Background: an optimization exercise with open tools, aiming at small area. Do not read the settings as production practice.
Where RTL was checked, it was by simulation tests only, not by an equivalence proof against the original.
For runs 1 and 2, only the layout was checked, not whether the RTL still works.
Power and IR drop assume default switching activity.

==> flow/design.v, too long to show whole: its modules and the start of the top module <==
// module reg_block: 66 lines
// module fsm: 11 lines
// module cic: 140 lines
// module fir: 73 lines
// module fir_mac: 980 lines
// module datapath: 29 lines
// module c_fa: 4 lines
// module c_ha: 4 lines
// module c_maj: 3 lines
// module c_xor3: 3 lines
// module c_xor2: 3 lines
// module c_xnor2: 3 lines
// module c_nand2: 3 lines
// module c_nor2: 3 lines
// module c_and2: 3 lines
// module c_or2: 3 lines
// module c_inv: 3 lines
// module c_ao22: 3 lines
// module c_a2bb2o: 3 lines
// module c_mux2i: 3 lines
// module c_aoi22: 3 lines
// module c_aoi222: 3 lines
// module c_aoi21: 3 lines
// module c_oai21: 3 lines
// module c_nand3: 3 lines
// module c_nor3: 3 lines
// module c_and3: 3 lines
// module digital_top: 36 lines
module digital_top(
  input wire reset_n,
  input wire clk,
  input  wire       reg_req,
  input  wire       reg_wr1rd0,
  input  wire [7:0] reg_address,
  input  wire [7:0] reg_wr_data,
  output wire [7:0] reg_rd_data,
  output logic      adc_convert,     
  input  logic      adc_ready,
  input  logic[7:0] adc_q,           
  output wire [7:0] adc_filtered,
  output wire       filtered_ready
);
  // ...
==> flow/run.sh <==
#!/bin/bash
# synth_recipe.tcl (not shown) runs the flow's synth.tcl, then flattens the netlist and writes it again
# the make line also repeats each setting of config.mk as NAME=value (left out here)
make -C /OpenROAD-flow-scripts/flow DESIGN_CONFIG=/design/flow/config.mk WORK_HOME=/design/flow/orfs CLKGATE_MAP_FILE= SYNTH_SCRIPT=/design/flow/synth_recipe.tcl finish
==> flow/config.mk <==
export PLATFORM = sky130hd
export DESIGN_NAME = digital_top
export DESIGN_NICKNAME = digital_top
export VERILOG_FILES = /design/flow/design.v
export SDC_FILE = /design/flow/constraint.sdc
export NUM_CORES = 4
export LEC_CHECK = 0
export CAP_MARGIN = 20
export CORE_MARGIN = 2
export CORE_UTILIZATION = 40
export CTS_BUF_LIST = sky130_fd_sc_hd__clkbuf_8
export GPL_TIMING_DRIVEN = 0
export SLEW_MARGIN = 20
export SYNTH_HIERARCHICAL = 1
==> flow/constraint.sdc <==
create_clock -name core_clock -period 8.0 [get_ports {clk}]
set_input_delay 1.6000 -clock core_clock [delete_from_list [all_inputs] [get_ports {clk}]]
set_output_delay 1.6000 -clock core_clock [all_outputs]
set_load 0.01 [all_outputs]
==> impl_results.md, run 1 <==
- Outcome: complete, no violations
- Clock net power: 626 uW
- Seq pwr share: 54.5%
- Clock network area share: 2.88%
- Seq power: 847 uW
- Worst VDD drop: 112 uV
- Crit path depth: 20
- Max-slew violations: 0
- Post-layout min period: 7.88 ns
- Post-CTS Setup Bufs: 0
- Row Count: 66
- Via count: 8,577
- Global placer's final weighted congestion: 0.887
- Total power: 1.55 mW
- Non-clk bufs: 81
- First DRT Iteration DRCs: 540
- GR Util met3: 4.80%
- Comb power: 82.2 uW
- Port buffer count: 46
- Met2 Use GR: 31.2%
- Switch share: 27.8%
- CTS tree: yes
- Hold Path End: u_fsm.active
- Clk root buf: clkbuf_8
- Pre-Repair DR Iteration Count: 5
- Setup WS post-layout: 0.119 ns
- Avg Inst Size Synth: 12.1 um2
- Worst reg2reg setup slack: 0.23 ns
- Post_cts resized: 3
- Top pwr grp: sequential cells
- Max Cap Viol: 0
- Critical path endpoint category: register
- Clkbuf count: 17
- Area of the multi-input gates: 8830 um2
- Starting Density: 40.3%
- Hold Violations, Final: 0
- Max incr delay on CP: 0.43 ns
- Inverters: 53
- Met1 usage: 25.5%
- Pre-CTS setup slack: -0.635 ns
- Clock group share of total power: 40.3%
==> run 2, diff against run 1 <==
--- a/flow/config.mk
+++ b/flow/config.mk
@@ -8,7 +8,5 @@
 export CAP_MARGIN = 20
 export CORE_MARGIN = 2
 export CORE_UTILIZATION = 40
-export CTS_BUF_LIST = sky130_fd_sc_hd__clkbuf_8
-export GPL_TIMING_DRIVEN = 0
 export SLEW_MARGIN = 20
 export SYNTH_HIERARCHICAL = 1
==> run 2 against run 1 <==
  * Synthesized area did not move
  * Final area is 0.64% higher
  * Final cell count barely moved
  * Register-to-register slack hardly changed
  * Sequential share of layout area decreased by 0.23 points
  * Setup slack improved by 0.073 ns
==> impl_results.md, run 2 <==
- Sink Count: 158 (unchanged)
- Crit path launch type: input pin (unchanged)
- Gr ovfl total: 0 (unchanged)
- Pre-Repair DR Iteration Count: 6 (was 5)
- Number of global-route vias before repair: 8,952 (was 9,065)
- P_int: 1.28 mW (was 1.12 mW)
- Post-route DRC violation count: 0 (unchanged)
- Warnings, synthesis: 10 (unchanged)
- Fillers: 2,943 (was 2,964)
- Starting Density: 40.3% (unchanged)
- Ant. Diodes: 0 (unchanged)
- Initial antenna violation count: 2 (was 0)
- Syn nets: 1,363 (unchanged)
- Logic gate share of total power: 4.9% (was 5.3%)
- Post-route ant nets: 0 (unchanged)
- Crit path arrival time: 8.12 ns (was 8.22 ns)
- Layout net count: 1,434 (was 1,435)
- Share of layout cells above drive strength 1: 9.91% (was 10.7%)
- Wire per inst: 19.5 um (was 19.4 um)
- Reg area: 3840 um2 (was 3850 um2)
- Commonest non-fill, non-tap cell in the layout: fa_1 (unchanged)
- First DRT Iteration DRCs: 462 (was 540)
- Avg Inst Size Synth: 12.1 um2 (unchanged)
- Worst hold path type: register to register (unchanged)
- Clk root buf: clkbuf_16 (was clkbuf_8)
- Final WL: 31,300 um (was 31,100 um)
- RSZ-0062 raised after global routing: no
- Die height: 184 um (unchanged)
- Area growth syn-to-layout: 13.3% (was 12.5%)
- Bufs on Longest Clock Path: 2 (unchanged)
- Via count: 8,516 (was 8,577)
- Fmax: 128 MHz (was 127 MHz)
- Met3 WL: 1790 um (was 2170 um)
- Vias/cell: 5.31 (was 5.35)
- H-tree level count: 4 (unchanged)
- CTS Buf Count: 17 (unchanged)
- Clk latency of the worst-skew pair: 0.44 ns (was 0.46 ns)
- Slew of the pin with the lowest slew margin: 1.10 ns (was 1.07 ns)
- Crit path from: adc_ready (unchanged)
- I/O Pins: 47 (unchanged)
- Netlist Area Pre-Place: 13,000 um2 (unchanged)
- Die X: 184 um (unchanged)
- Clock group share of total power: 46.9% (was 40.3%)
- Outcome: complete, no violations (unchanged)
- Post-route insts no fill: 1,603 (was 1,604)
- Hold slack final: 0.395 ns (was 0.387 ns)
- Die area: 34,000 um2 (unchanged)
- Rel. slew slack: 25.8% (was 28.3%)
- Final setup viols: 0 (unchanged)
- DRT met1 WL: 13,600 um (was 13,000 um)
- Critical path fanouts, max: 3 (was 6)
- # placed instances: 1,567 (was 1,569)
- Max Cap Viol: 0 (unchanged)
- Seq pwr share: 48.2% (was 54.5%)
- Total Routing Usage GR: 19.4% (about the same)
- Pwr Density: 119 nW/um2 (was 106 nW/um2)
- Reg clk slew, reported paths: 0.07 ns (was 0.10 ns)
- Hold path startpoint: u_regs.O_conv_en (unchanged)
- Mapped Cells: 1,077 (unchanged)
- Largest net degree at the start of global routing: 76 (was 83)
- Leakage: 4.97 nW (was 4.90 nW)
- Clk_skew: 0.0178 ns (was 0.0175 ns)
- HPWL Detailed: 24,200 um (was 23,700 um)
- Worst Path Required: 8.31 ns (was 8.34 ns)
- Worst VDD drop: 143 uV (was 112 uV)
- Row Count: 66 (unchanged)
- Max-slew violations: 0 (unchanged)
- Top layer in use: met4 (unchanged)
- Critical path endpoint category: register (unchanged)
- Hold Violations, Final: 0 (unchanged)
- Global placer's final weighted congestion: 0.875 (was 0.887)
- CTS tree: yes (unchanged)
- Crit path kind: input pin to register (unchanged)
- Met2 wire length: 15,000 um (about the same)
- Critical R2R Launch: u_datapath.cic_u.int2[0] (unchanged)
- Core area: 32,300 um2 (unchanged)
- Switch share: 26.8% (was 27.8%)
- Port buffer count: 46 (unchanged)
- Area of the multi-input gates: 8820 um2 (was 8830 um2)
- NetSw: 470 uW (was 433 uW)
- First-pass GRT wire length: 50,200 um (was 49,900 um)
- Post-layout min period: 7.81 ns (was 7.88 ns)
- Final period util: 97.6% (was 98.5%)
- Most frequent cells in the layout: 229 x fa_1, 217 x nand2_1, 131 x dfrtp_1 (was 229 x fa_1, 217 x nand2_1, 130 x dfrtp_1)
run 2: power groups by stage:
stage | logic, mW | clock network (mW) | registers (mW)
after floorplan | 0.0380 | 0 | 0.851
after global placement | 0.0847 | 0 | 0.860
after detailed placement | 0.0859 | 0 | 0.860
after CTS | 0.0865 | 0.843 | 0.844
after global routing | 0.0960 | 0.883 | 0.847
final | 0.0861 | 0.820 | 0.844
run 2: cell type report:
cell class / count / share of cell area [%]
Clock buffer: 17 / 2.89
Clock inverter: 15 / 1.25
Inverter: 53 / 1.35
Multi-Input combinational cell: 838 / 59.9
Sequential cell: 158 / 26.0
Tap cell: 442 / 3.75
Timing Repair Buffer: 80 / 4.86
run 2: layer usage:
| layer | up-vias | track usage (%) |
|---|---|---|
| li1 | 3757 | - |
| met1 | 4446 | 26.9 |
| met2 | 274 | 30.7 |
| met3 | 39 | 3.89 |
| met4 | 0 | 6.37 |
| met5 | - | 0 |
run 2: worst paths after layout:
check / endpoint / slack, ns / cells past startpoint
setup / recovery: u_datapath.cic_u.int0[16] / 0.19 / 20
hold / removal: u_fsm.active / 0.40 / 0
setup reg to reg: u_datapath.cic_u.data_out[7] / 0.22 / 22
hold reg to reg: u_fsm.active / 0.40 / 0
max in group asynchronous: u_datapath.cic_u.comb2[7] / 5.54 / 2
min in group asynchronous: u_regs.O_coef_div[1] / 1.20 / 1
run 2: timing repair:
action	in CTS	in global routing
hold buffers	0	0
pin swaps	0	2
endpoints found under the setup margin	1	11
endpoints found under the hold margin	0	0
gates cloned	0	0
gates resized for setup	2	11
setup buffers	0	4
run 2: stage by stage:
step	total power [mW]	setup TNS [ns]	util (%)	area (um2)	setup slack, ns
after global routing	1.83	0	45.7	14700	0.000520
final	1.75	0	45.7	14700	0.192
after floorplan	0.889	0	-	13000	0.0365
after global placement	0.945	-1.02	43.6	14100	-0.529
after detailed placement	0.946	-1.01	43.6	14100	-0.528
after CTS	1.77	0	45.5	14700	0.00754
run 2: worst max-delay path: stages:
cell and delay, ns:
clkdlybuf4s50_1 0.41, and3_1 0.19, and3_1 0.18, ha_1 0.19
fa_2 0.35, fa_2 0.35, fa_2 0.35, fa_2 0.35
fa_1 0.39, fa_2 0.35, fa_2 0.35, fa_2 0.35
fa_1 0.38, fa_1 0.39, fa_2 0.35, fa_2 0.34
fa_2 0.34, fa_2 0.34, fa_1 0.37, xor3_1 0.18
==> module fir, before the edit <==
module fir (
  input clk,
  input reset_n,
  input enable,
  input            in_ready,
  input      [7:0] data_in,
  output reg [7:0] data_out,
  output reg       out_ready,
  input      [7:0] coef0,
  input      [7:0] coef1,
  input      [7:0] coef2,
  input      [7:0] div
);
  reg  [7:0] x1, x2;
  wire [17:0] nsum;                   
  fir_mac u_mac (.coef0(coef0), .coef1(coef1), .coef2(coef2),
                 .x0(data_in), .x1(x1), .x2(x2), .nsum(nsum));
  wire go   = enable & in_ready;      
  wire hold = enable & ~in_ready;     
  wire gok  = go & (div[7:5] == 3'd0);   
  wire [17:0] t16;                    
  wire [14:0] t8;                     
  wire [10:0] t4;                     
  wire [8:0]  t2;                     
  wire [7:0]  res;                    
  wire nd3;
  c_inv u_nd3 (.a(div[3]), .y(nd3));
  genvar i;
  generate
    for(i = 0; i < 2; i = i + 1) begin : s16m
      c_mux2i u (.s(div[4]), .a0(nsum[i]), .a1(nsum[i+16]), .y(t16[i]));
    end
    for(i = 2; i < 18; i = i + 1) begin : s16z
      c_nor2 u (.a(nsum[i]), .b(div[4]), .y(t16[i]));
    end
    for(i = 0; i < 10; i = i + 1) begin : s8m
      c_mux2i u (.s(div[3]), .a0(t16[i]), .a1(t16[i+8]), .y(t8[i]));
    end
    for(i = 10; i < 15; i = i + 1) begin : s8z
      c_nand2 u (.a(t16[i]), .b(nd3), .y(t8[i]));
    end
    for(i = 0; i < 11; i = i + 1) begin : s4m
      c_mux2i u (.s(div[2]), .a0(t8[i]), .a1(t8[i+4]), .y(t4[i]));
    end
    for(i = 0; i < 9; i = i + 1) begin : s2m
      c_mux2i u (.s(div[1]), .a0(t4[i]), .a1(t4[i+2]), .y(t2[i]));
    end
    for(i = 0; i < 8; i = i + 1) begin : s1m
      c_mux2i u (.s(div[0]), .a0(t2[i]), .a1(t2[i+1]), .y(res[i]));
    end
  endgenerate
  wire [7:0] dout_n, x1_n, x2_n;
  generate
    for(i = 0; i < 8; i = i + 1) begin : nx
      c_ao22 u0 (.a1(gok), .a2(res[i]),     .b1(hold), .b2(data_out[i]), .y(dout_n[i]));
      c_ao22 u1 (.a1(go),  .a2(data_in[i]), .b1(hold), .b2(x1[i]),       .y(x1_n[i]));
      c_ao22 u2 (.a1(go),  .a2(x1[i]),      .b1(hold), .b2(x2[i]),       .y(x2_n[i]));
    end
  endgenerate
  always_ff @(posedge clk, negedge reset_n) begin
    if(!reset_n) begin
      data_out <= 8'd0;
      out_ready <= 1'b0;
    end else begin
      data_out <= dout_n;
      out_ready <= enable & (in_ready | out_ready);
    end
  end
  always_ff @(posedge clk) begin
    x1 <= x1_n;
    x2 <= x2_n;
  end
endmodule
==> module datapath, before the edit <==
module datapath (
  input clk, 
  input reset_n, 
  input data_ready, 
  input  signed [7:0] data_in, 
  output signed [7:0] data_filtered,
  output filtered_ready,
  input cic_en,
  input fir_en,
  input clr_cic,
  input signed [7:0] coef0,
  input signed [7:0] coef1,
  input signed [7:0] coef2,
  input signed [7:0] div,
  input        [1:0] decimation_ratio
);
  wire signed [7:0] data_cic;
  wire cic_ready;
  cic cic_u(.clk(clk), .resetn(reset_n), .enable(cic_en),	 
            .data_in_ready(data_ready), .data_in(data_in), .filter_dec_factor(decimation_ratio),   
            .data_out_ready(cic_ready), .data_out(data_cic)                  
            );
  fir fir_u(.clk(clk), .reset_n(reset_n), .enable(fir_en),                   
            .in_ready(cic_ready), .data_in(data_cic),                        
            .coef0(coef0), .coef1(coef1), .coef2(coef2), 
            .div(div),
            .data_out(data_filtered), .out_ready(filtered_ready)             
           );
endmodule
==> module digital_top, before the edit <==
module digital_top(
  input wire reset_n,
  input wire clk,
  input  wire       reg_req,
  input  wire       reg_wr1rd0,
  input  wire [7:0] reg_address,
  input  wire [7:0] reg_wr_data,
  output wire [7:0] reg_rd_data,
  output logic      adc_convert,     
  input  logic      adc_ready,
  input  logic[7:0] adc_q,           
  output wire [7:0] adc_filtered,
  output wire       filtered_ready
);
  wire signed  [7:0] O_coef0;
  wire signed  [7:0] O_coef1;
  wire signed  [7:0] O_coef2;
  wire signed  [7:0] O_div;
  wire   [1:0] O_decimation_ratio;
  wire   conv_en, cic_en, cic_clr, fir_en;
  reg_block u_regs(.rst_n(reset_n), .clk(clk),
                   .req(reg_req), .wr_en(reg_wr1rd0), .addr(reg_address), .wr_data(reg_wr_data), .rd_data(reg_rd_data),
                   .O_coef0(O_coef0), .O_coef1(O_coef1), .O_coef2(O_coef2), .O_coef_div(O_div),
                   .O_decimation_ratio(O_decimation_ratio), .O_conv_en(conv_en),
                   .I_adc_data(adc_filtered)
                  );
  fsm u_fsm(.clk(clk), .rst_n(reset_n), .conv_en(conv_en), .active(fir_en));
  assign adc_convert = fir_en;
  assign cic_en = fir_en;
  assign cic_clr = 1'b0;
  datapath u_datapath(.clk(clk), .reset_n(reset_n),
                      .data_ready(adc_ready), .data_in(adc_q), .data_filtered(adc_filtered), .filtered_ready(filtered_ready),
                      .cic_en(cic_en), .fir_en(fir_en), .clr_cic(cic_clr),
                      .coef0(O_coef0), .coef1(O_coef1), .coef2(O_coef2), .div(O_div), .decimation_ratio(O_decimation_ratio)
                     );
endmodule
==> run 3, diff against run 2 <==
--- a/flow/design.v
+++ b/flow/design.v
@@ -230,69 +230,7 @@
 );
   reg  [7:0] x1, x2;
   wire [17:0] nsum;                   
-  fir_mac u_mac (.coef0(coef0), .coef1(coef1), .coef2(coef2),
-                 .x0(data_in), .x1(x1), .x2(x2), .nsum(nsum));
-  wire go   = enable & in_ready;      
-  wire hold = enable & ~in_ready;     
-  wire gok  = go & (div[7:5] == 3'd0);   
-  wire [17:0] t16;                    
-  wire [14:0] t8;                     
-  wire [10:0] t4;                     
-  wire [8:0]  t2;                     
-  wire [7:0]  res;                    
-  wire nd3;
-  c_inv u_nd3 (.a(div[3]), .y(nd3));
-  genvar i;
-  generate
-    for(i = 0; i < 2; i = i + 1) begin : s16m
-      c_mux2i u (.s(div[4]), .a0(nsum[i]), .a1(nsum[i+16]), .y(t16[i]));
-    end
-    for(i = 2; i < 18; i = i + 1) begin : s16z
-      c_nor2 u (.a(nsum[i]), .b(div[4]), .y(t16[i]));
-    end
-    for(i = 0; i < 10; i = i + 1) begin : s8m
-      c_mux2i u (.s(div[3]), .a0(t16[i]), .a1(t16[i+8]), .y(t8[i]));
-    end
-    for(i = 10; i < 15; i = i + 1) begin : s8z
-      c_nand2 u (.a(t16[i]), .b(nd3), .y(t8[i]));
-    end
-    for(i = 0; i < 11; i = i + 1) begin : s4m
-      c_mux2i u (.s(div[2]), .a0(t8[i]), .a1(t8[i+4]), .y(t4[i]));
-    end
-    for(i = 0; i < 9; i = i + 1) begin : s2m
-      c_mux2i u (.s(div[1]), .a0(t4[i]), .a1(t4[i+2]), .y(t2[i]));
-    end
-    for(i = 0; i < 8; i = i + 1) begin : s1m
-      c_mux2i u (.s(div[0]), .a0(t2[i]), .a1(t2[i+1]), .y(res[i]));
-    end
-  endgenerate
-  wire [7:0] dout_n, x1_n, x2_n;
-  generate
-    for(i = 0; i < 8; i = i + 1) begin : nx
-      c_ao22 u0 (.a1(gok), .a2(res[i]),     .b1(hold), .b2(data_out[i]), .y(dout_n[i]));
-      c_ao22 u1 (.a1(go),  .a2(data_in[i]), .b1(hold), .b2(x1[i]),       .y(x1_n[i]));
-      c_ao22 u2 (.a1(go),  .a2(x1[i]),      .b1(hold), .b2(x2[i]),       .y(x2_n[i]));
-    end
-  endgenerate
-  always_ff @(posedge clk, negedge reset_n) begin
-    if(!reset_n) begin
-      data_out <= 8'd0;
-      out_ready <= 1'b0;
-    end else begin
-      data_out <= dout_n;
-      out_ready <= enable & (in_ready | out_ready);
-    end
-  end
-  always_ff @(posedge clk) begin
-    x1 <= x1_n;
-    x2 <= x2_n;
-  end
-endmodule
-module fir_mac (
-  input  [7:0] coef0, coef1, coef2,
-  input  [7:0] x0, x1, x2,
-  output [17:0] nsum
-);
+  wire [7:0] x0 = data_in;
   wire pp0_0_0;
   c_nand2 u_pp0_0_0 (.a(coef0[0]), .b(x0[0]), .y(pp0_0_0));
   wire pp0_0_1;
@@ -1267,6 +1205,61 @@
   wire m383;
   c_ao22 u_m383 (.a1(k356), .a2(k366), .b1(ns377), .b2(k376), .y(m383));
   assign nsum = {m383, m382, m381, m380, m379, m378, s355, s353, s351, s349, s347, s345, s343, s341, s339, s337, s7, s1};
+  wire go   = enable & in_ready;      
+  wire hold = enable & ~in_ready;     
+  wire gok  = go & (div[7:5] == 3'd0);   
+  wire [17:0] t16;                    
+  wire [14:0] t8;                     
+  wire [10:0] t4;                     
+  wire [8:0]  t2;                     
+  wire [7:0]  res;                    
+  wire nd3;
+  c_inv u_nd3 (.a(div[3]), .y(nd3));
+  genvar i;
+  generate
+    for(i = 0; i < 2; i = i + 1) begin : s16m
+      c_mux2i u (.s(div[4]), .a0(nsum[i]), .a1(nsum[i+16]), .y(t16[i]));
+    end
+    for(i = 2; i < 18; i = i + 1) begin : s16z
+      c_nor2 u (.a(nsum[i]), .b(div[4]), .y(t16[i]));
+    end
+    for(i = 0; i < 10; i = i + 1) begin : s8m
+      c_mux2i u (.s(div[3]), .a0(t16[i]), .a1(t16[i+8]), .y(t8[i]));
+    end
+    for(i = 10; i < 15; i = i + 1) begin : s8z
+      c_nand2 u (.a(t16[i]), .b(nd3), .y(t8[i]));
+    end
+    for(i = 0; i < 11; i = i + 1) begin : s4m
+      c_mux2i u (.s(div[2]), .a0(t8[i]), .a1(t8[i+4]), .y(t4[i]));
+    end
+    for(i = 0; i < 9; i = i + 1) begin : s2m
+      c_mux2i u (.s(div[1]), .a0(t4[i]), .a1(t4[i+2]), .y(t2[i]));
+    end
+    for(i = 0; i < 8; i = i + 1) begin : s1m
+      c_mux2i u (.s(div[0]), .a0(t2[i]), .a1(t2[i+1]), .y(res[i]));
+    end
+  endgenerate
+  wire [7:0] dout_n, x1_n, x2_n;
+  generate
+    for(i = 0; i < 8; i = i + 1) begin : nx
+      c_ao22 u0 (.a1(gok), .a2(res[i]),     .b1(hold), .b2(data_out[i]), .y(dout_n[i]));
+      c_ao22 u1 (.a1(go),  .a2(data_in[i]), .b1(hold), .b2(x1[i]),       .y(x1_n[i]));
+      c_ao22 u2 (.a1(go),  .a2(x1[i]),      .b1(hold), .b2(x2[i]),       .y(x2_n[i]));
+    end
+  endgenerate
+  always_ff @(posedge clk, negedge reset_n) begin
+    if(!reset_n) begin
+      data_out <= 8'd0;
+      out_ready <= 1'b0;
+    end else begin
+      data_out <= dout_n;
+      out_ready <= enable & (in_ready | out_ready);
+    end
+  end
+  always_ff @(posedge clk) begin
+    x1 <= x1_n;
+    x2 <= x2_n;
+  end
 endmodule
 module datapath (
   input clk, 
@@ -1277,7 +1270,6 @@
   output filtered_ready,
   input cic_en,
   input fir_en,
-  input clr_cic,
   input signed [7:0] coef0,
   input signed [7:0] coef1,
   input signed [7:0] coef2,
@@ -1381,7 +1373,7 @@
   wire signed  [7:0] O_coef2;
   wire signed  [7:0] O_div;
   wire   [1:0] O_decimation_ratio;
-  wire   conv_en, cic_en, cic_clr, fir_en;
+  wire   conv_en, cic_en, fir_en;
   reg_block u_regs(.rst_n(reset_n), .clk(clk),
                    .req(reg_req), .wr_en(reg_wr1rd0), .addr(reg_address), .wr_data(reg_wr_data), .rd_data(reg_rd_data),
                    .O_coef0(O_coef0), .O_coef1(O_coef1), .O_coef2(O_coef2), .O_coef_div(O_div),
@@ -1391,10 +1383,9 @@
   fsm u_fsm(.clk(clk), .rst_n(reset_n), .conv_en(conv_en), .active(fir_en));
   assign adc_convert = fir_en;
   assign cic_en = fir_en;
-  assign cic_clr = 1'b0;
   datapath u_datapath(.clk(clk), .reset_n(reset_n),
                       .data_ready(adc_ready), .data_in(adc_q), .data_filtered(adc_filtered), .filtered_ready(filtered_ready),
-                      .cic_en(cic_en), .fir_en(fir_en), .clr_cic(cic_clr),
+                      .cic_en(cic_en), .fir_en(fir_en),
                       .coef0(O_coef0), .coef1(O_coef1), .coef2(O_coef2), .div(O_div), .decimation_ratio(O_decimation_ratio)
                      );
 endmodule
--- a/flow/config.mk
+++ b/flow/config.mk
@@ -7,6 +7,8 @@
 export LEC_CHECK = 0
 export CAP_MARGIN = 20
 export CORE_MARGIN = 2
-export CORE_UTILIZATION = 40
+export CORE_UTILIZATION = 65
+export CTS_BUF_LIST = sky130_fd_sc_hd__clkbuf_8
+export GPL_TIMING_DRIVEN = 0
 export SLEW_MARGIN = 20
 export SYNTH_HIERARCHICAL = 1
==> run 3 against run 2 <==
  * Flip-flop and latch count did not move
  * Largest power group unchanged
  * Non-clock buffer count fell by 15
  * Setup slack got worse by 0.017 ns
==> impl_results.md, run 3 <==
- Outcome: complete, no violations (unchanged)
- Wire per inst: 21.7 um (was 19.5 um)
- Top-area cell type share of the netlist area: 37.9%
- Sequential area share after synthesis: 29.8%
- Rel. slew slack: 28.6% (was 25.8%)
- Starting Density: 66.2% (was 40.3%)
- Reg2Reg Depth: 22 (unchanged)
- Avg Inst Size Synth: 12.2 um2 (was 12.1 um2)
- Pre-CTS setup slack: -0.690 ns (was -0.528 ns)
- Mapped Cells: 1,059 (was 1,077)
- Clk root buf: clkbuf_8 (was clkbuf_16)
- Clk latency of the worst-skew pair: 0.47 ns (was 0.44 ns)
- Leakage: 4.79 nW (was 4.97 nW)
- Total Routing Usage GR: 31.2% (was 19.4%)
- Hold path startpoint: u_regs.O_conv_en (unchanged)
- Hold Path End: u_fsm.active (unchanged)
- Max Cap Viol: 0 (unchanged)
- Critical path fanouts, max: 6 (was 3)
- Sink Count: 158 (unchanged)
- Post-layout min period: 7.82 ns (was 7.81 ns)
- Setup_tns: 0 ns (unchanged)
- Row Count: 51 (was 66)
- Critical R2R Launch: u_datapath.cic_u.int2[0] (unchanged)
- Die X: 145 um (was 184 um)
- Die area: 21,000 um2 (was 34,000 um2)
- CTS tree: yes (unchanged)
- Worst VDD drop: 128 uV (was 143 uV)
- Slew of the pin with the lowest slew margin: 1.06 ns (was 1.10 ns)
- Most frequent cells in the layout: 227 x fa_1, 217 x nand2_1, 125 x dfrtp_1 (was 229 x fa_1, 217 x nand2_1, 131 x dfrtp_1)
- Initial antenna violation count: 0 (was 2)
- Most common cell in the netlist: fa_1
- Share of layout cells above drive strength 1: 10.0% (was 9.91%)
- Die height: 145 um (was 184 um)
- Layout net count: 1,419 (was 1,434)
- First DRT Iteration DRCs: 555 (was 462)
- Fmax: 128 MHz (about the same)
- Number of global-route vias before repair: 9,172 (was 8,952)
- Warnings, synthesis: 10 (unchanged)
- Post-synth EDFFs: 0
- Yosys top cell by area: fa_1
- Reg clk slew, reported paths: 0.09 ns (was 0.07 ns)
- Bufs on Longest Clock Path: 2 (unchanged)
- CTS Hold Bufs: 0 (unchanged)
- Post-route ant nets: 0 (unchanged)
- Largest net degree at the start of global routing: 101 (was 76)
- Commonest cells post-synth: 244 x fa_1, 217 x nand2_1, 132 x dfrtp_1, 112 x a22o_1, 52 x inv_1
- H-tree level count: 4 (unchanged)
- Max-slew violations: 0 (unchanged)
- Worst reg2reg setup slack: 0.19 ns (was 0.22 ns)
- Clk_skew: 0.0224 ns (was 0.0178 ns)
- Crit path kind: input pin to register (unchanged)
- Seq pwr share: 56.2% (was 48.2%)
- Clock group share of total power: 38.3% (was 46.9%)
- Fillers: 1,373 (was 2,943)
- Total power: 1.51 mW (was 1.75 mW)
- Ant. Diodes: 0 (unchanged)
- Layout Cell Area excl Fill: 14,300 um2 (was 14,700 um2)
- Core area: 19,500 um2 (was 32,300 um2)
- Port buffer count: 46 (unchanged)
- Crit path launch type: input pin (unchanged)
- Post-route insts no fill: 1,411 (was 1,603)
- Area growth syn-to-layout: 10.8% (was 13.3%)
- Fraction of registers with async set/reset: 84.8%
- Final period util: 97.8% (was 97.6%)
- I/O Pins: 47 (unchanged)
- Setup WS post-layout: 0.175 ns (was 0.192 ns)
- RR Endpoint: u_datapath.cic_u.data_out[7] (unchanged)
- RSZ-0062 raised after global routing: no (unchanged)
- Dpl cell area: 13,800 um2 (was 14,100 um2)
- Commonest non-fill, non-tap cell in the layout: fa_1 (unchanged)
- HPWL Detailed: 22,900 um (was 24,200 um)
- Switch share: 27.2% (was 26.8%)
- Pwr Density: 106 nW/um2 (was 119 nW/um2)
- Hold Violations, Final: 0 (unchanged)
- Critical path endpoint category: register (unchanged)
- Via count: 8,680 (was 8,516)
- Vias/cell: 6.15 (was 5.31)
- Netlist Area Pre-Place: 12,900 um2 (was 13,000 um2)
- Post-route DRC violation count: 0 (unchanged)
- Final WL: 30,700 um (was 31,300 um)
- Global placer's final weighted congestion: 0.969 (was 0.875)
- CTS Buf Count: 17 (unchanged)
- Logic gate share of total power: 5.5% (was 4.9%)
- Pre-Repair DR Iteration Count: 8 (was 6)
- Top cells by area, synth: fa_1 38%, dfrtp_1 26%, a22o_1 7.6%
- #FFs+latches synth: 158
- Yosys cell types: 55
- Final setup viols: 0 (unchanged)
- NetSw: 410 uW (was 470 uW)
- Gr ovfl total: 0 (unchanged)
- Worst hold path type: register to register (unchanged)
- Crit path arrival time: 8.16 ns (was 8.12 ns)
- Syn nets: 1,345 (was 1,363)
- Hold depth: 0 (unchanged)
- Top_reg_cell synth: dfrtp_1
- # placed instances: 1,374 (was 1,567)
- Worst Path Required: 8.34 ns (was 8.31 ns)
- First-pass GRT wire length: 48,200 um (was 50,200 um)
- P_int: 1.10 mW (was 1.28 mW)
## run 3: cell types whose count changed in the layout (fill, tap and decap cells not counted), sizes merged
cell / before / now
clkbuf: 17 / 20
buf: 35 / 19
clkinvlp: 0 / 2
inv: 63 / 60
clkinv: 5 / 4
## run 3: layer usage
metal	GRT usage, %	share of wire, %	up-vias
met2	51.2	50	391
met1	42.2	39	4499
met4	10.2	2.5	0
met5	0	0	-
met3	6.88	8.4	63
li1	-	-	3727
## run 3: cell type report
cell class | instances | area, um2 | area share (%)
Sequential cell | 158 | 3850 | 27.0
Inverter | 53 | 199 | 1.39
Tap cell | 265 | 332 | 2.32
Clock inverter | 13 | 123 | 0.859
Clock buffer | 19 | 262 | 1.83
Multi-Input combinational cell | 838 | 8830 | 61.9
Buffer | 10 | 63.8 | 0.447
Timing Repair Buffer | 55 | 606 | 4.24
## run 3: timing repair
action	CTS	global route
gates resized for setup	5	23
buffers inserted	1	4
setup endpoints to repair	3	12
hold endpoints to repair	0	0
pin swaps	0	1
## run 3: metrics by stage
| stage | hold WS (ns) | util [%] |
|---|---|---|
| 3_3_place_gp | 0.362 | 70.3 |
| 3_5_place_dp | 0.391 | 70.9 |
| 2_1_floorplan | 0.355 | - |
| 4_1_cts | 0.407 | 73.0 |
| 6_report | 0.403 | 73.3 |
| 5_1_grt | 0.422 | 73.3 |
## run 3: worst max-delay path, cell delays in order
cell	delay, ns
clkdlybuf4s50_1	0.41
and3_4	0.19
and3_1	0.19
ha_1	0.19
fa_1	0.39
fa_2	0.36
fa_2	0.35
fa_2	0.35
fa_1	0.39
fa_2	0.35
fa_1	0.39
fa_2	0.36
fa_2	0.35
fa_2	0.35
fa_2	0.35
fa_2	0.35
fa_2	0.35
fa_2	0.34
fa_1	0.37
xor3_1	0.18
## run 3: power groups by stage
stage                     Combinational, mW  Sequential, mW  Clock (mW)
final                                0.0835           0.847       0.577
after detailed placement             0.0827           0.863           0
after global routing                 0.0923           0.851       0.622
after global placement               0.0789           0.863           0
after floorplan                      0.0380           0.851           0
after CTS                            0.0830           0.847       0.589
## run 3: kinds of logic after synthesis
group                      share of synthesized area (%)
AOI/OAI and AO/OA                                   10.6
xor gates and xnor gates                            1.81
adders and majority gates                           39.8
buffers and inverters                               2.04
DFF                                                 29.8
muxes                                               4.44
and+or+nand+nor                                     11.6
## run 3: per-module statistics from Yosys, one instance, submodules excluded, excerpt
module	area (um2)	cells inside
c_fa	20.0	1
c_xnor2	8.76	1
c_and2	6.26	1
c_aoi222	10.0	1
fir	594	29
c_maj	11.3	1
cic	2820	172
c_nand2	3.75	1
c_mux2i	10.0	1
fsm	25.0	1
reg_block	1430	120
c_nor2	3.75	1
c_xor2	8.76	1
c_xor3	23.8	1
## run 3: how the worst max path moves through the flow
stage                              from                            to  slack (ns)  depth (start not counted)
2_1_floorplan                 adc_ready     u_datapath.cic_u.int2[16]        0.04                         16
3_3_place_gp                  adc_ready     u_datapath.cic_u.int2[16]       -1.62                         17
3_5_place_dp                  adc_ready     u_datapath.cic_u.int0[16]       -0.69                         20
4_1_cts                       adc_ready     u_datapath.cic_u.int0[16]        0.04                         20
5_1_grt        u_datapath.cic_u.int2[0]  u_datapath.cic_u.data_out[7]      0.0007                         22
6_report                      adc_ready     u_datapath.cic_u.int0[16]        0.18                         20
==> run 4, diff against run 3 <==
--- a/flow/config.mk
+++ b/flow/config.mk
@@ -7,7 +7,7 @@
 export LEC_CHECK = 0
 export CAP_MARGIN = 20
 export CORE_MARGIN = 2
-export CORE_UTILIZATION = 65
+export CORE_UTILIZATION = 40
 export CTS_BUF_LIST = sky130_fd_sc_hd__clkbuf_8
 export GPL_TIMING_DRIVEN = 0
 export SLEW_MARGIN = 20
==> run 4 against run 3 <==
  * Still clean
  * Wire length is 3.0% higher
  * Combinational power is 2% lower
  * Clock skew is 0.0052 ns lower
  * Clock power is 8.1% higher
  * Largest cell class unchanged
  * Largest power group unchanged
==> impl_results.md, run 4 <==
- Most frequent cells in the layout: 230 x fa_1, 217 x nand2_1, 127 x dfrtp_1 (was 227 x fa_1, 217 x nand2_1, 125 x dfrtp_1)
- Fraction of registers with async set/reset: 84.8% (unchanged)
- Hold Violations, Final: 0 (unchanged)
- Layout net count: 1,420 (was 1,419)
- Sink Count: 158 (unchanged)
- Global placer's final weighted congestion: 0.869 (was 0.969)
- Die area: 33,600 um2 (was 21,000 um2)
- Crit path cell chain: clkdlybuf4s50_1 > and3_4 > and3_1 > ha_1 > fa_1 > fa_2 > fa_2 > fa_2 > fa_2 > fa_1 > fa_1 > fa_2 > fa_1 > fa_2 > fa_2 > fa_2 > fa_2 > fa_2 > fa_1 > xor3_1 (was clkdlybuf4s50_1 > and3_4 > and3_1 > ha_1 > fa_1 > fa_2 > fa_2 > fa_2 > fa_1 > fa_2 > fa_1 > fa_2 > fa_2 > fa_2 > fa_2 > fa_2 > fa_2 > fa_2 > fa_1 > xor3_1)
- Worst Path Required: 8.35 ns (was 8.34 ns)
- Post-route DRC violation count: 0 (unchanged)
- Die height: 183 um (was 145 um)
- Largest net degree at the start of global routing: 99 (was 101)
- I/O Pins: 47 (unchanged)
- Seq pwr share: 54.5% (was 56.2%)
- Critical path endpoint category: register (unchanged)
- Top_reg_cell synth: dfrtp_1 (unchanged)
- Initial antenna violation count: 1 (was 0)
- Core area: 31,600 um2 (was 19,500 um2)
- CP Capture Point: u_datapath.cic_u.int0[16] (unchanged)
- Switch share: 27.5% (was 27.2%)
- Critical R2R Launch: u_datapath.cic_u.int2[0] (unchanged)
- Avg Inst Size Synth: 12.2 um2 (unchanged)
- Starting Density: 40.7% (was 66.2%)
- Netlist Area Pre-Place: 12,900 um2 (unchanged)
- Yosys cell types: 55 (unchanged)
- RR Endpoint: u_datapath.cic_u.data_out[7] (unchanged)
- Clk root buf: clkbuf_8 (unchanged)
- Commonest non-fill, non-tap cell in the layout: fa_1 (unchanged)
- Clk_skew: 0.0172 ns (was 0.0224 ns)
- Final setup viols: 0 (unchanged)
- Crit path launch type: input pin (unchanged)
- Leakage: 4.83 nW (was 4.79 nW)
- Fmax: 127 MHz (was 128 MHz)
- Slowest cell on the critical path: clkdlybuf4s50_1 (unchanged)
- Commonest cells post-synth: 244 x fa_1, 217 x nand2_1, 132 x dfrtp_1, 112 x a22o_1, 52 x inv_1 (unchanged)
- #FFs+latches synth: 158 (unchanged)
- Via count: 8,573 (was 8,680)
- Wire per inst: 20.4 um (was 21.7 um)
- Ant. Diodes: 0 (unchanged)
- Share of layout cells above drive strength 1: 9.76% (was 10.0%)
- Hold path startpoint: u_regs.O_conv_en (unchanged)
- Final WL: 31,600 um (was 30,700 um)
- Post-route ant nets: 0 (unchanged)
- Crit path from: adc_ready (unchanged)
- Sequential area share after synthesis: 29.8% (unchanged)
- Rel. slew slack: 24.8% (was 28.6%)
- Worst VDD drop: 76.5 uV (was 128 uV)
- First-pass GRT wire length: 50,700 um (was 48,200 um)
- Reg area: 3850 um2 (about the same)
- Critical path fanouts, max: 6 (unchanged)
- HPWL Detailed: 24,200 um (was 22,900 um)
- Most common cell in the netlist: fa_1 (unchanged)
- Post-layout min period: 7.85 ns (was 7.82 ns)
- Bufs on Longest Clock Path: 2 (unchanged)
- Top-area cell type share of the netlist area: 37.9% (unchanged)
- Pre-Repair DR Iteration Count: 7 (was 8)
- First DRT Iteration DRCs: 617 (was 555)
- Max incr delay on CP: 0.43 ns (was 0.41 ns)
- Logic gate share of total power: 5.3% (was 5.5%)
- CP most frequent cell: fa_2 (unchanged)
- Pwr Density: 107 nW/um2 (was 106 nW/um2)
- Warnings, synthesis: 10 (unchanged)
- Hold slack final: 0.393 ns (was 0.403 ns)
- Worst reg2reg setup slack: 0.24 ns (was 0.19 ns)
- Slew of the pin with the lowest slew margin: 1.12 ns (was 1.06 ns)
- NetSw: 427 uW (was 410 uW)
- Clock group share of total power: 40.2% (was 38.3%)
- P_int: 1.13 mW (was 1.10 mW)
- Area of the multi-input gates: 8830 um2 (about the same)
- CTS tree: yes (unchanged)
- Fillers: 2,881 (was 1,373)
- RSZ-0062 raised after global routing: no (unchanged)
- CTS Buf Count: 17 (unchanged)
- Max-slew violations: 0 (unchanged)
- Top cells by area, synth: fa_1 38%, dfrtp_1 26%, a22o_1 7.6% (unchanged)
- Port buffer count: 46 (unchanged)
- Outcome: complete, no violations (unchanged)
- Number of global-route vias before repair: 9,159 (was 9,172)
- Gr ovfl total: 0 (unchanged)
- Vias/cell: 5.53 (was 6.15)
- Post-synth EDFFs: 0 (unchanged)
- Layout Cell Area excl Fill: 14,500 um2 (was 14,300 um2)
- Area growth syn-to-layout: 12.3% (was 10.8%)
- Yosys top cell by area: fa_1 (unchanged)
- Max Cap Viol: 0 (unchanged)
- Syn nets: 1,345 (unchanged)
- Crit path arrival time: 8.20 ns (was 8.16 ns)
- Worst hold path type: register to register (unchanged)
- Clk latency of the worst-skew pair: 0.47 ns (about the same)
- Final period util: 98.1% (was 97.8%)
- Reg clk slew, reported paths: 0.10 ns (was 0.09 ns)
- Total Routing Usage GR: 19.9% (was 31.2%)
- Die X: 183 um (was 145 um)
- Crit path kind: input pin to register (unchanged)
- Reg2Reg Depth: 22 (unchanged)
- Dpl cell area: 14,000 um2 (was 13,800 um2)
- H-tree level count: 4 (unchanged)
- Row Count: 65 (was 51)
- Mapped Cells: 1,059 (unchanged)
[run 4: timing repair]
action                                  4_1_cts  5_1_grt
hold endpoints to repair                      0        0
hold buffers                                  0        0
pin swaps                                     0        0
resized for setup                             2       22
buffers inserted                              0        6
endpoints found under the setup margin        1       13
[run 4: final cells by class]
cell class / count / share of cell area, %
Timing Repair Buffer: 56 / 4.15
Sequential cell: 158 / 26.6
Clock buffer: 18 / 1.71
Multi-Input combinational cell: 838 / 61.0
Tap cell: 402 / 3.48
Buffer: 10 / 0.441
Clock inverter: 14 / 1.17
Inverter: 53 / 1.38
[run 4: cells by family (layout without fill, tap and decap cells)]
group / count (synthesis) / after routing / share of synthesized area (%)
compound gates: 164 / 164 / 10.6
buf+inv: 63 / 151 / 2.04
mux: 56 / 56 / 4.44
simple gates: 336 / 336 / 11.6
flops: 158 / 158 / 29.8
fa+ha+maj: 264 / 264 / 39.8
xor+xnor: 18 / 18 / 1.81
[run 4: through the flow]
step | setup WS (ns) | util (%) | setup TNS [ns] | instances | total power, mW
global placement | -1.65 | 43.8 | -25.27 | 1507 | 0.942
global route | 0.0224 | 45.7 | 0 | 1549 | 1.62
finish | 0.149 | 45.7 | 0 | 1549 | 1.55
floorplan | 0.0365 | - | 0 | 1059 | 0.889
CTS | 0.0141 | 45.4 | 0 | 1543 | 1.57
detailed placement | -0.609 | 44.1 | -1.77 | 1511 | 0.945
[run 4: how the worst min path moves through the flow]
stage | depth (start not counted) | end | slack [ns]
6_report | 0 | u_fsm.active | 0.39
5_1_grt | 0 | u_fsm.active | 0.41
4_1_cts | 0 | u_fsm.active | 0.39
3_5_place_dp | 0 | u_fsm.active | 0.37
3_3_place_gp | 0 | u_fsm.active | 0.38
2_1_floorplan | 0 | u_fsm.active | 0.35
[run 4: power groups by stage]
stage	logic, mW	registers (mW)	clock network, mW
after global placement	0.0789	0.863	0
after floorplan	0.0380	0.851	0
after detailed placement	0.0816	0.863	0
final	0.0821	0.847	0.624
after CTS	0.0819	0.847	0.642
after global routing	0.0927	0.851	0.677
[run 4: worst max-delay path: cells and delay by family]
family        cells  cell delay, ns
buf+inv           1            0.43
simple gates      2            0.38
xor+xnor          1            0.18
fa+ha+maj        16            5.59
[run 4: modules after synthesis (local to each module, per instance), a selection]
module    cells  copies in the design
cic         172                     1
c_and2        1                    38
c_aoi222      1                     5
c_fa          1                   244
c_mux2i       1                    40
c_xor3        1                     5
fsm           1                     1
c_ha          1                    11
fir          29                     1
c_nor2        1                    16
c_xor2        1                     1
c_nand2       1                   197
[run 4: routing by layer]
metal  routed length (um)  GRT usage (%)
met5                    0              0
met3                 1770           4.00
met1                13700           27.0
met2                15400           31.8
met4                  723           7.07
==> run 5, diff against run 4 <==
==> flow/flow/run.sh (new file) <==
#!/bin/bash
bash standard.sh \
  "CTS_ARGS=-sink_clustering_enable -repair_clock_nets -buf_list sky130_fd_sc_hd__clkbuf_8 -dont_use_dummy_load" \
  "RECOVER_POWER=100" \
  finish > make.log 2>&1
==> flow/standard.sh (new file) <==
#!/bin/bash
# synth_recipe.tcl (not shown) runs the flow's synth.tcl, then flattens the netlist and writes it again
# the make line also repeats each setting of config.mk as NAME=value (left out here)
make -C /OpenROAD-flow-scripts/flow DESIGN_CONFIG=/design/flow/config.mk WORK_HOME=/design/flow/orfs CLKGATE_MAP_FILE= SYNTH_SCRIPT=/design/flow/synth_recipe.tcl "${@:-finish}"
removed: flow/run.sh
==> run 5 against run 4 <==
  * Largest power group unchanged
  * Now fails the layout checks on capacitance limit, slew limit
  * Highest routed layer unchanged
  * Register-to-register slack got worse by 0.05 ns
  * Synthesized area did not move
  * Worst hold slack got worse by 0.0076 ns
  * Global-route usage barely moved
  * Synthesized cell count did not move
  * Critical path type unchanged
  * Via count barely moved
  * Critical endpoint unchanged
  * First-iteration DRC count fell by 3.6%
  * Sequential power barely moved
  * Non-clock buffer count did not move
==> impl_results.md, run 5 <==
- Die X: 183 um (unchanged)
- Final setup viols: 0 (unchanged)
- Cell class contributing the biggest share of worst-path delay: adder cells (unchanged)
- Layout net count: 1,420 (unchanged)
- Bufs on Longest Clock Path: 2 (unchanged)
- Largest net degree at the start of global routing: 99 (unchanged)
- Vias/cell: 5.59 (was 5.53)
- Global placer's final weighted congestion: 0.869 (unchanged)
- Worst hold path type: register to register (unchanged)
- Max-slew violations: 137 (was 0)
- Post-layout min period: 7.86 ns (was 7.85 ns)
- Commonest non-fill, non-tap cell in the layout: fa_1 (unchanged)
- # placed instances: 1,511 (unchanged)
- Top_reg_cell synth: dfrtp_1 (unchanged)
- Sink Count: 158 (unchanged)
- Worst VDD drop: 74.3 uV (was 76.5 uV)
- H-tree level count: 4 (unchanged)
- Most frequent cells in the layout: 231 x fa_1, 217 x nand2_1, 130 x dfrtp_1 (was 230 x fa_1, 217 x nand2_1, 127 x dfrtp_1)
- Max Cap Viol: 2 (was 0)
- Post-synth EDFFs: 0 (unchanged)
- Layout check faults: capacitance limit, slew limit
- Ant. Diodes: 0 (unchanged)
- Reg clk slew, reported paths: 0.09 ns (was 0.10 ns)
- Top cells by area, synth: fa_1 38%, dfrtp_1 26%, a22o_1 7.6% (unchanged)
- Area growth syn-to-layout: 10.3% (was 12.3%)
- Die height: 183 um (unchanged)
- Rel. slew slack: -58.2% (was 24.8%)
- Port buffer count: 46 (unchanged)
- WP buf/inv: 1 (unchanged)
- Warnings, synthesis: 10 (unchanged)
- I/O Pins: 47 (unchanged)
- Clk_skew: 0.0414 ns (was 0.0172 ns)
- Pwr Density: 96.5 nW/um2 (was 107 nW/um2)
- Post-route DRC violation count: 0 (unchanged)
- Via count: 8,581 (was 8,573)
- Fillers: 2,901 (was 2,881)
- Number of global-route vias before repair: 9,120 (was 9,159)
- Dpl cell area: 14,000 um2 (unchanged)
- Most common cell in the netlist: fa_1 (unchanged)
- Yosys cell types: 55 (unchanged)
- Clk latency of the worst-skew pair: 0.46 ns (was 0.47 ns)
- Wire per inst: 20.5 um (was 20.4 um)
- HPWL Detailed: 24,200 um (unchanged)
- Syn nets: 1,345 (unchanged)
- Crit path kind: input pin to register (unchanged)
- Max incr delay on CP: 0.43 ns (about the same)
- Slowest cell on the critical path: clkdlybuf4s50_1 (unchanged)
- Critical path fanouts, max: 6 (unchanged)
- Final WL: 31,400 um (was 31,600 um)
- Total Routing Usage GR: 19.8% (was 19.9%)
- Slew of the pin with the lowest slew margin: 2.37 ns (was 1.12 ns)
- Sequential area share after synthesis: 29.8% (unchanged)
- Clk root buf: clkbuf_8 (unchanged)
- Post-route insts no fill: 1,534 (was 1,549)
- Row Count: 65 (unchanged)
- Pre-Repair DR Iteration Count: 5 (was 7)
- Final Util: 44.9% (was 45.7%)
- CTS Buf Count: 17 (unchanged)
- Leakage: 4.77 nW (was 4.83 nW)
- Die area: 33,600 um2 (unchanged)
- Layout Cell Area excl Fill: 14,200 um2 (was 14,500 um2)
- CTS tree: yes (unchanged)
- Avg Inst Size Synth: 12.2 um2 (unchanged)
- Fraction of registers with async set/reset: 84.8% (unchanged)
- First DRT Iteration DRCs: 595 (was 617)
- Top-area cell type share of the netlist area: 37.9% (unchanged)
- Crit path cell chain: clkdlybuf4s50_1 > and3_4 > and3_1 > ha_1 > fa_1 > fa_2 > fa_2 > fa_2 > fa_2 > fa_1 > fa_1 > fa_2 > fa_1 > fa_2 > fa_2 > fa_2 > fa_2 > fa_2 > fa_1 > xor3_1 (unchanged)
- Critical path endpoint category: register (unchanged)
- Fmax: 127 MHz (about the same)
- First-pass GRT wire length: 50,700 um (about the same)
- Yosys top cell by area: fa_1 (unchanged)
- Crit path launch type: input pin (unchanged)
- Initial antenna violation count: 1 (unchanged)
- Mapped Cells: 1,059 (unchanged)
- Worst Path Required: 8.33 ns (was 8.35 ns)
- CP most frequent cell: fa_2 (unchanged)
- Netlist Area Pre-Place: 12,900 um2 (unchanged)
- Gr ovfl total: 0 (unchanged)
- Starting Density: 40.7% (unchanged)
- Outcome: finished with violations (was complete, no violations)
- RSZ-0062 raised after global routing: no (unchanged)
- #FFs+latches synth: 158 (unchanged)
- Share of layout cells above drive strength 1: 7.16% (was 9.76%)
- Hold Violations, Final: 0 (unchanged)
- Final period util: 98.3% (was 98.1%)
- Commonest cells post-synth: 244 x fa_1, 217 x nand2_1, 132 x dfrtp_1, 112 x a22o_1, 52 x inv_1 (unchanged)
- Crit path arrival time: 8.20 ns (about the same)
- Post-route ant nets: 0 (unchanged)
- Core area: 31,600 um2 (unchanged)
run 5: changes by cell type in the layout (fill, tap and decap cells not counted), sizes merged:
cell           previous run  this run
inv                      60        52
dlygate4sd3               0        19
bufinv                    1         0
clkbuf                   19        22
clkinv                    6         1
buf                      20        16
clkdlybuf4s50            45        26
run 5: final timing paths:
| path | start | end | slack, ns | cells after the start |
|---|---|---|---|---|
| worst max-delay path | adc_ready | u_datapath.cic_u.int0[16] | 0.14 | 20 |
| worst min-delay path | u_regs.O_conv_en | u_fsm.active | 0.38 | 0 |
| worst max register to register | u_datapath.cic_u.int2[0] | u_datapath.cic_u.data_out[7] | 0.19 | 22 |
| worst min register to register | u_regs.O_conv_en | u_fsm.active | 0.38 | 0 |
| max in group asynchronous | reset_n | u_regs.O_coef_div[0] | 3.03 | 2 |
| min in group asynchronous | reset_n | u_datapath.cic_u.cnt[2] | 1.72 | 1 |
run 5: logic make-up (layout without fill, tap and decap cells):
kind of cell,after synthesis,count (layout),synth area share [%]
compound gates,164,164,10.6
xor+xnor,18,18,1.81
fa+ha+maj,264,264,39.8
buf+inv,63,136,2.04
flops,158,158,29.8
mux,56,56,4.44
simple gates,336,336,11.6
run 5: what timing repair did:
item / 4_1_cts / 5_1_grt
hold buffers: 0 / 0
gates cloned: 0 / 0
endpoints found under the setup margin: 1 / 13
gates resized for setup: 3 / 13
endpoints found under the hold margin: 0 / 0
setup buffers: 0 / 6
run 5: final cells by class:
class | count | area [um2] | area share, %
Inverter | 53 | 199 | 1.40
Tap cell | 402 | 503 | 3.54
Multi-Input combinational cell | 838 | 8810 | 62.0
Sequential cell | 158 | 3840 | 27.0
Buffer | 10 | 48.8 | 0.343
Clock buffer | 17 | 234 | 1.65
Timing Repair Buffer | 56 | 567 | 3.99
run 5: metal layers:
layer / up-vias / track usage [%] / wire [um]
met3: 43 / 4.12 / 2130
met1: 4549 / 27.0 / 13200
met2: 274 / 31.7 / 15400
li1: 3715 / - / -
met4: 0 / 6.78 / 736
met5: - / 0 / 0
run 5: per-stage QoR:
| step | setup WS, ns | power [mW] | hold slack (ns) | TNS [ns] |
|---|---|---|---|---|
| after floorplan | 0.0365 | 0.889 | 0.355 | 0 |
| after global placement | -1.65 | 0.942 | 0.375 | -25.27 |
| after detailed placement | -0.609 | 0.945 | 0.373 | -1.77 |
| after CTS | 0.0415 | 1.39 | 0.388 | 0 |
| after global routing | 0.00234 | 1.44 | 0.405 | 0 |
| final | 0.136 | 1.37 | 0.385 | 0 |
run 5: modules after synthesis (local to each module, per instance), excerpt:
module | cells | copies in the design | flip-flops and latches | area, um2
c_and2 | 1 | 38 | 0 | 6.26
c_fa | 1 | 244 | 0 | 20.0
c_ao22 | 1 | 112 | 0 | 8.76
cic | 172 | 1 | 97 | 2820
c_mux2i | 1 | 40 | 0 | 10.0
c_nand2 | 1 | 197 | 0 | 3.75
c_or2 | 1 | 11 | 0 | 6.26
c_nor2 | 1 | 16 | 0 | 3.75
fsm | 1 | 1 | 1 | 25.0
c_xor3 | 1 | 5 | 0 | 23.8
run 5: power breakdown:
group          switching [mW]  internal, mW
Clock                   0.258         0.188
Sequential             0.0323         0.815
Combinational          0.0431        0.0351
Total                   0.333          1.04
==> run 6, diff against run 5 <==
==> flow/flow/run.sh (replaced) <==
#!/bin/bash
here=$(pwd)
bash standard.sh \
  "CTS_ARGS=-sink_clustering_enable -repair_clock_nets -buf_list sky130_fd_sc_hd__clkbuf_8 -dont_use_dummy_load" \
  "RECOVER_POWER=100" \
  "POST_GLOBAL_ROUTE_TCL=$here/flow/post_grt.tcl" \
  finish > make.log 2>&1
==> flow/flow/post_grt.tcl (new file) <==
# Sourced at the end of ORFS's global route step, after its power recovery
# (RECOVER_POWER, which downsizes gates off the critical paths): repair the
# slews and capacitances that downsizing broke, then legalize and re-route
# the nets that changed.
log_cmd global_route -start_incremental
repair_design_helper
log_cmd detailed_placement
log_cmd global_route -end_incremental \
  -congestion_report_file $::env(REPORTS_DIR)/congestion_post_bench_repair.rpt
log_cmd estimate_parasitics -global_routing
log_cmd global_route -start_incremental
repair_timing_helper -setup
log_cmd detailed_placement
log_cmd global_route -end_incremental \
  -congestion_report_file $::env(REPORTS_DIR)/congestion_post_bench_timing.rpt
log_cmd estimate_parasitics -global_routing
report_tns
report_wns
==> run 6 against run 5 <==
  * The run now finishes clean
  * Synthesized area stayed put
  * Combinational power up 4.3%
  * Synthesized cell count stayed put
  * Final cell count grew 0.13%
  * Via count down 0.68%
  * Clock-buffer cell count is the same
  * Flip-flop and latch count unchanged
  * Die area is the same
  * Largest cell class unchanged
  * Highest routed layer unchanged
==> impl_results.md, run 6 <==
- CTS tree: yes (unchanged)
- Wire per inst: 20.5 um (about the same)
- WP buf/inv: 1 (unchanged)
- Global placer's final weighted congestion: 0.869 (unchanged)
- CP most frequent cell: fa_2 (unchanged)
- HPWL Detailed: 24,200 um (unchanged)
- Post-CTS Setup Bufs: 0 (unchanged)
- Synth Area in Compound Gates: 10.6% (unchanged)
- H-tree level count: 4 (unchanged)
- Die height: 183 um (unchanged)
- Max-slew violations: 0 (was 137)
- Yosys top cell by area: fa_1 (unchanged)
- Fillers: 2,892 (was 2,901)
- Area of the multi-input gates: 8810 um2 (unchanged)
- Top_reg_cell synth: dfrtp_1 (unchanged)
- Die X: 183 um (unchanged)
- Die area: 33,600 um2 (unchanged)
- Fmax: 127 MHz (about the same)
- CTS Buf Count: 17 (unchanged)
- XOR/XNOR share of the synthesized area: 1.81% (unchanged)
- Row Count: 65 (unchanged)
- Leakage: 4.80 nW (was 4.77 nW)
- Most common cell in the netlist: fa_1 (unchanged)
- Clk root buf: clkbuf_8 (unchanged)
- Mapped Cells: 1,059 (unchanged)
- Commonest non-fill, non-tap cell in the layout: fa_1 (unchanged)
- Port buffer count: 46 (unchanged)
- Sink Count: 158 (unchanged)
- Yosys cell types: 55 (unchanged)
- # placed instances: 1,511 (unchanged)
- Post-route DRC violation count: 0 (unchanged)
- Cell class contributing the biggest share of worst-path delay: adder cells (unchanged)
- Sequential area share after synthesis: 29.8% (unchanged)
- Clk latency of the worst-skew pair: 0.46 ns (about the same)
- Max Cap Viol: 0 (was 2)
- #FFs+latches synth: 158 (unchanged)
- Ant. Diodes: 0 (unchanged)
- Core area: 31,600 um2 (unchanged)
- Post-route ant nets: 0 (unchanged)
- Max incr delay on CP: 0.43 ns (about the same)
- Rel. slew slack: 23.2% (was -58.2%)
- Clk_skew: 0.0419 ns (was 0.0414 ns)
- Pre-Repair DR Iteration Count: 5 (unchanged)
- Gr ovfl total: 0 (unchanged)
- Pwr Density: 96.3 nW/um2 (was 96.5 nW/um2)
- Layout net count: 1,422 (was 1,420)
- Final period util: 98.2% (was 98.3%)
- Adder-cell share of the synthesized area: 39.8% (unchanged)
- Crit path arrival time: 8.19 ns (was 8.20 ns)
- Post_cts resized: 3 (unchanged)
- Share of layout cells above drive strength 1: 7.41% (was 7.16%)
- Largest net degree at the start of global routing: 99 (unchanged)
- Reg clk slew, reported paths: 0.09 ns (about the same)
- Largest family of logic cells by synthesized area: adder cells (unchanged)
- Worst reg2reg setup slack: 0.21 ns (was 0.19 ns)
- Post-synth EDFFs: 0 (unchanged)
- Crit path kind: input pin to register (unchanged)
- Top-area cell type share of the netlist area: 37.9% (unchanged)
- Most frequent cells in the layout: 231 x fa_1, 217 x nand2_1, 130 x dfrtp_1 (unchanged)
- Outcome: complete, no violations (was finished with violations)
- Total Routing Usage GR: 19.8% (unchanged)
- Final setup viols: 0 (unchanged)
- Setup_tns: 0 ns (unchanged)
- Post-route insts no fill: 1,536 (was 1,534)
- I/O Pins: 47 (unchanged)
- Starting Density: 40.7% (unchanged)
- Worst VDD drop: 74.4 uV (was 74.3 uV)
- Post-layout min period: 7.86 ns (about the same)
- Netlist Area Pre-Place: 12,900 um2 (unchanged)
- First-pass GRT wire length: 50,700 um (unchanged)
- Avg Inst Size Synth: 12.2 um2 (unchanged)
- Via count: 8,523 (was 8,581)
- First DRT Iteration DRCs: 582 (was 595)
- Initial antenna violation count: 1 (unchanged)
- CTS Hold Bufs: 0 (unchanged)
- Slowest cell on the critical path: clkdlybuf4s50_1 (unchanged)
- Crit path launch type: input pin (unchanged)
- Top cells by area, synth: fa_1 38%, dfrtp_1 26%, a22o_1 7.6% (unchanged)
- Final WL: 31,400 um (about the same)
- Syn nets: 1,345 (unchanged)
- Slew of the pin with the lowest slew margin: 1.14 ns (was 2.37 ns)
- Worst hold path type: register to register (unchanged)
- Critical path endpoint category: register (unchanged)
- Bufs on Longest Clock Path: 2 (unchanged)
- Setup WS post-layout: 0.142 ns (was 0.136 ns)
- Warnings, synthesis: 10 (unchanged)
- Number of global-route vias before repair: 9,120 (unchanged)
- Area growth syn-to-layout: 10.7% (was 10.3%)
- Hold Violations, Final: 0 (unchanged)
- Commonest cells post-synth: 244 x fa_1, 217 x nand2_1, 132 x dfrtp_1, 112 x a22o_1, 52 x inv_1 (unchanged)
- Critical path fanouts, max: 6 (unchanged)
- Vias/cell: 5.55 (was 5.59)
- Reg area: 3840 um2 (unchanged)
- Pre-CTS setup slack: -0.609 ns (unchanged)
- Crit path cell chain: clkdlybuf4s50_1 > and3_4 > and3_1 > ha_1 > fa_1 > fa_2 > fa_2 > fa_2 > fa_2 > fa_1 > fa_1 > fa_2 > fa_1 > fa_2 > fa_2 > fa_2 > fa_2 > fa_2 > fa_1 > xor3_1 (unchanged)
- Share of synthesized cell area in and, or, nand and nor gates: 11.6% (unchanged)
- Worst Path Required: 8.33 ns (about the same)
- Mux share of post-synthesis cell area: 4.44% (unchanged)
- Fraction of registers with async set/reset: 84.8% (unchanged)
-- run 6: changes by cell type in the layout (fill, tap and decap cells not counted) --
cell,before,now
clkbuf_1,4,3
buf_12,1,2
buf_16,1,2
buf_6,0,1
-- run 6: cells by family after synthesis --
logic type                 after synthesis
adders and majority gates              264
and+or+nand+nor                        336
buffers and inverters                   63
DFF                                    158
muxes                                   56
AOI/OAI and AO/OA                      164
xor gates and xnor gates                18
-- run 6: path summary, 6_finish.rpt --
| kind | startpoint | endpoint | cells after the start |
|---|---|---|---|
| min in group asynchronous | reset_n | u_datapath.cic_u.cnt[2] | 1 |
| hold reg to reg | u_regs.O_conv_en | u_fsm.active | 0 |
| setup reg to reg | u_datapath.cic_u.int2[0] | u_datapath.cic_u.data_out[7] | 22 |
| max in group asynchronous | reset_n | u_regs.O_coef0[0] | 3 |
| setup / recovery | adc_ready | u_datapath.cic_u.int0[16] | 20 |
| hold / removal | u_regs.O_conv_en | u_fsm.active | 0 |
-- run 6: metal layers --
metal	share of wire (%)	global-route usage, %	wire length (um)
met5	0	0	0
met4	2.3	6.78	731
met3	5.9	4.12	1870
met2	49	31.7	15300
met1	43	27.0	13500
-- run 6: where the power goes --
part           internal (mW)  switching (mW)  total, mW
Clock                  0.188           0.257      0.445
Sequential             0.815          0.0323      0.847
Combinational         0.0379          0.0437     0.0816
Total                   1.04           0.333       1.37
-- run 6: final cells by class --
type                            count  area share [%]
Multi-Input combinational cell    838            61.8
Sequential cell                   158            26.9
Timing Repair Buffer               58            4.36
Tap cell                          402            3.53
Clock buffer                       17            1.64
Inverter                           53            1.39
Buffer                             10           0.342
-- run 6: stage by stage --
step                      power, mW  instance area, um2  util (%)  hold slack (ns)
after CTS                      1.39               14200      44.9            0.388
after detailed placement      0.945               14000      44.1            0.373
after global placement        0.942               13900      43.8            0.375
final                          1.37               14300      45.1            0.385
after floorplan               0.889               12900         -            0.355
-- run 6: Yosys stat by module (local to each module, per instance), a selection --
module / copies in the design / area (um2) / flops+latches / cells
c_ao22: 112 / 8.76 / 0 / 1
c_fa: 244 / 20.0 / 0 / 1
c_ha: 11 / 12.5 / 0 / 1
c_inv: 39 / 3.75 / 0 / 1
c_mux2i: 40 / 10.0 / 0 / 1
c_nand2: 197 / 3.75 / 0 / 1
c_or2: 11 / 6.26 / 0 / 1
c_xnor2: 11 / 8.76 / 0 / 1
c_xor2: 1 / 8.76 / 0 / 1
cic: 1 / 2820 / 97 / 172
fir: 1 / 594 / 25 / 29
fsm: 1 / 25.0 / 1 / 1
reg_block: 1 / 1430 / 35 / 120
==> run 7, diff against run 6 <==
==> flow/flow/run.sh (replaced) <==
#!/bin/bash
here=$(pwd)
bash standard.sh \
  "CTS_ARGS=-sink_clustering_enable -repair_clock_nets -buf_list sky130_fd_sc_hd__clkbuf_8 -dont_use_dummy_load" \
  "RECOVER_POWER=100" \
  "BUFFER_PORTS_ARGS=-buffer_cell sky130_fd_sc_hd__buf_1" \
  "POST_GLOBAL_ROUTE_TCL=$here/flow/post_grt.tcl" \
  finish > make.log 2>&1
==> run 7 against run 6 <==
  * Sequential power about the same
  * Maximum frequency increased by 0.48%
  * Non-clock buffer count decreased by 1
  * Register-to-register slack improved by 0.08 ns
  * Sequential share of layout area increased by 0.65 points
  * Final cell count about the same
  * Critical path depth unchanged
  * Global-route usage decreased by 0.46 points
  * Critical endpoint unchanged
  * Largest power group unchanged
  * Highest routed layer unchanged
==> impl_results.md, run 7 <==
- Commonest cells post-synth: 244 x fa_1, 217 x nand2_1, 132 x dfrtp_1, 112 x a22o_1, 52 x inv_1 (unchanged)
- WP buf/inv: 1 (unchanged)
- Fraction of registers with async set/reset: 84.8% (unchanged)
- Max incr delay on CP: 0.39 ns (was 0.43 ns)
- Critical path endpoint category: register (unchanged)
- Slew of the pin with the lowest slew margin: 1.03 ns (was 1.14 ns)
- Clk root buf: clkbuf_8 (unchanged)
- Final Util: 44.0% (was 45.1%)
- Crit path launch type: input pin (unchanged)
- Pwr Density: 98.2 nW/um2 (was 96.3 nW/um2)
- Clk latency of the worst-skew pair: 0.47 ns (was 0.46 ns)
- Share of layout cells above drive strength 1: 7.06% (was 7.41%)
- Outcome: complete, no violations (unchanged)
- Sink Count: 158 (unchanged)
- Hold Violations, Final: 0 (unchanged)
- Number of global-route vias before repair: 9,049 (was 9,120)
- Worst Path Required: 8.32 ns (was 8.33 ns)
- Wire per inst: 20.2 um (was 20.5 um)
- Post-route ant nets: 0 (unchanged)
- Syn nets: 1,345 (unchanged)
- Post-route insts no fill: 1,535 (was 1,536)
- First-pass GRT wire length: 50,300 um (was 50,700 um)
- Yosys cell types: 55 (unchanged)
- Warnings, synthesis: 10 (unchanged)
- I/O Pins: 47 (unchanged)
- Crit path arrival time: 8.14 ns (was 8.19 ns)
- Cell class contributing the biggest share of worst-path delay: adder cells (unchanged)
- Reg clk slew, reported paths: 0.08 ns (was 0.09 ns)
- Most frequent cells in the layout: 232 x fa_1, 217 x nand2_1, 130 x dfrtp_1 (was 231 x fa_1, 217 x nand2_1, 130 x dfrtp_1)
- Bufs on Longest Clock Path: 2 (unchanged)
- Post_cts resized: 0 (was 3)
- H-tree level count: 4 (unchanged)
- First DRT Iteration DRCs: 610 (was 582)
- Crit path kind: input pin to register (unchanged)
run 7: cell counts after synthesis:
No cell type changed its count.
run 7: layer usage:
layer / GRT usage, % / vias up
met5: 0 / -
met4: 5.34 / 0
met3: 3.35 / 36
met2: 31.1 / 250
met1: 27.3 / 4483
li1: - / 3711
run 7: cell type report:
cell class | count | area, um2 | share of cell area (%)
repair buffers | 57 | 309 | 2.22
multi-input cells | 838 | 8790 | 63.1
well taps | 402 | 503 | 3.61
flip-flops and latches | 158 | 3840 | 27.6
clock buffers | 17 | 234 | 1.68
plain buffers | 10 | 47.5 | 0.341
inverters | 53 | 199 | 1.43
run 7: cells by family (layout without fill, tap and decap cells):
kind of cell | Yosys count | count (layout) | share of synthesized area, %
AO/OA/AOI/OAI | 164 | 164 | 10.6
XOR/XNOR | 18 | 18 | 1.81
adder cells (fa/ha/maj) | 264 | 264 | 39.8
buffers and inverters | 63 | 137 | 2.04
flip-flops | 158 | 158 | 29.8
multiplexers | 56 | 56 | 4.44
AND/OR/NAND/NOR | 336 | 336 | 11.6
run 7: worst paths after layout:
kind,start,end,slack [ns],depth (start not counted)
setup / recovery,adc_ready,u_datapath.cic_u.int0[16],0.18,20
hold / removal,u_regs.O_conv_en,u_fsm.active,0.37,0
setup reg to reg,u_datapath.cic_u.int2[0],u_datapath.cic_u.data_out[7],0.29,22
hold reg to reg,u_regs.O_conv_en,u_fsm.active,0.37,0
max in group asynchronous,reset_n,u_regs.O_coef2[2],4.28,5
min in group asynchronous,reset_n,u_datapath.cic_u.int0[11],1.10,1
run 7: metrics by stage:
step	setup TNS, ns	power, mW	area [um2]	hold slack, ns
CTS	0	1.39	14000	0.371
detailed placement	-0.435	0.941	13800	0.373
floorplan	0	0.889	12900	0.355
finish	0	1.37	13900	0.374
global placement	-117.46	0.932	13600	0.374
run 7: worst register-to-register path: cells and delay by family, from the launching register on:
family / cells / cell delay (ns)
buffers and inverters: 2 / 0.12
AOI/OAI and AO/OA: 1 / 0.20
DFF: 1 / 0.42
adders and majority gates: 18 / 6.73
xor gates and xnor gates: 1 / 0.16
run 7: modules after synthesis (local to each module, per instance), a selection:
module / cells / flops+latches / area (um2) / times used
cic: 172 / 97 / 2820 / 1
fir: 29 / 25 / 594 / 1
c_ao22: 1 / 0 / 8.76 / 112
c_maj: 1 / 0 / 11.3 / 7
c_fa: 1 / 0 / 20.0 / 244
c_xor3: 1 / 0 / 23.8 / 5
c_nand2: 1 / 0 / 3.75 / 197
c_aoi222: 1 / 0 / 10.0 / 5
c_xor2: 1 / 0 / 8.76 / 1
run 7: report_power, final:
part	switching, mW	internal, mW	total (mW)
Sequential	0.0320	0.815	0.847
Clock	0.261	0.188	0.449
Combinational	0.0435	0.0280	0.0714
Total	0.337	1.03	1.37
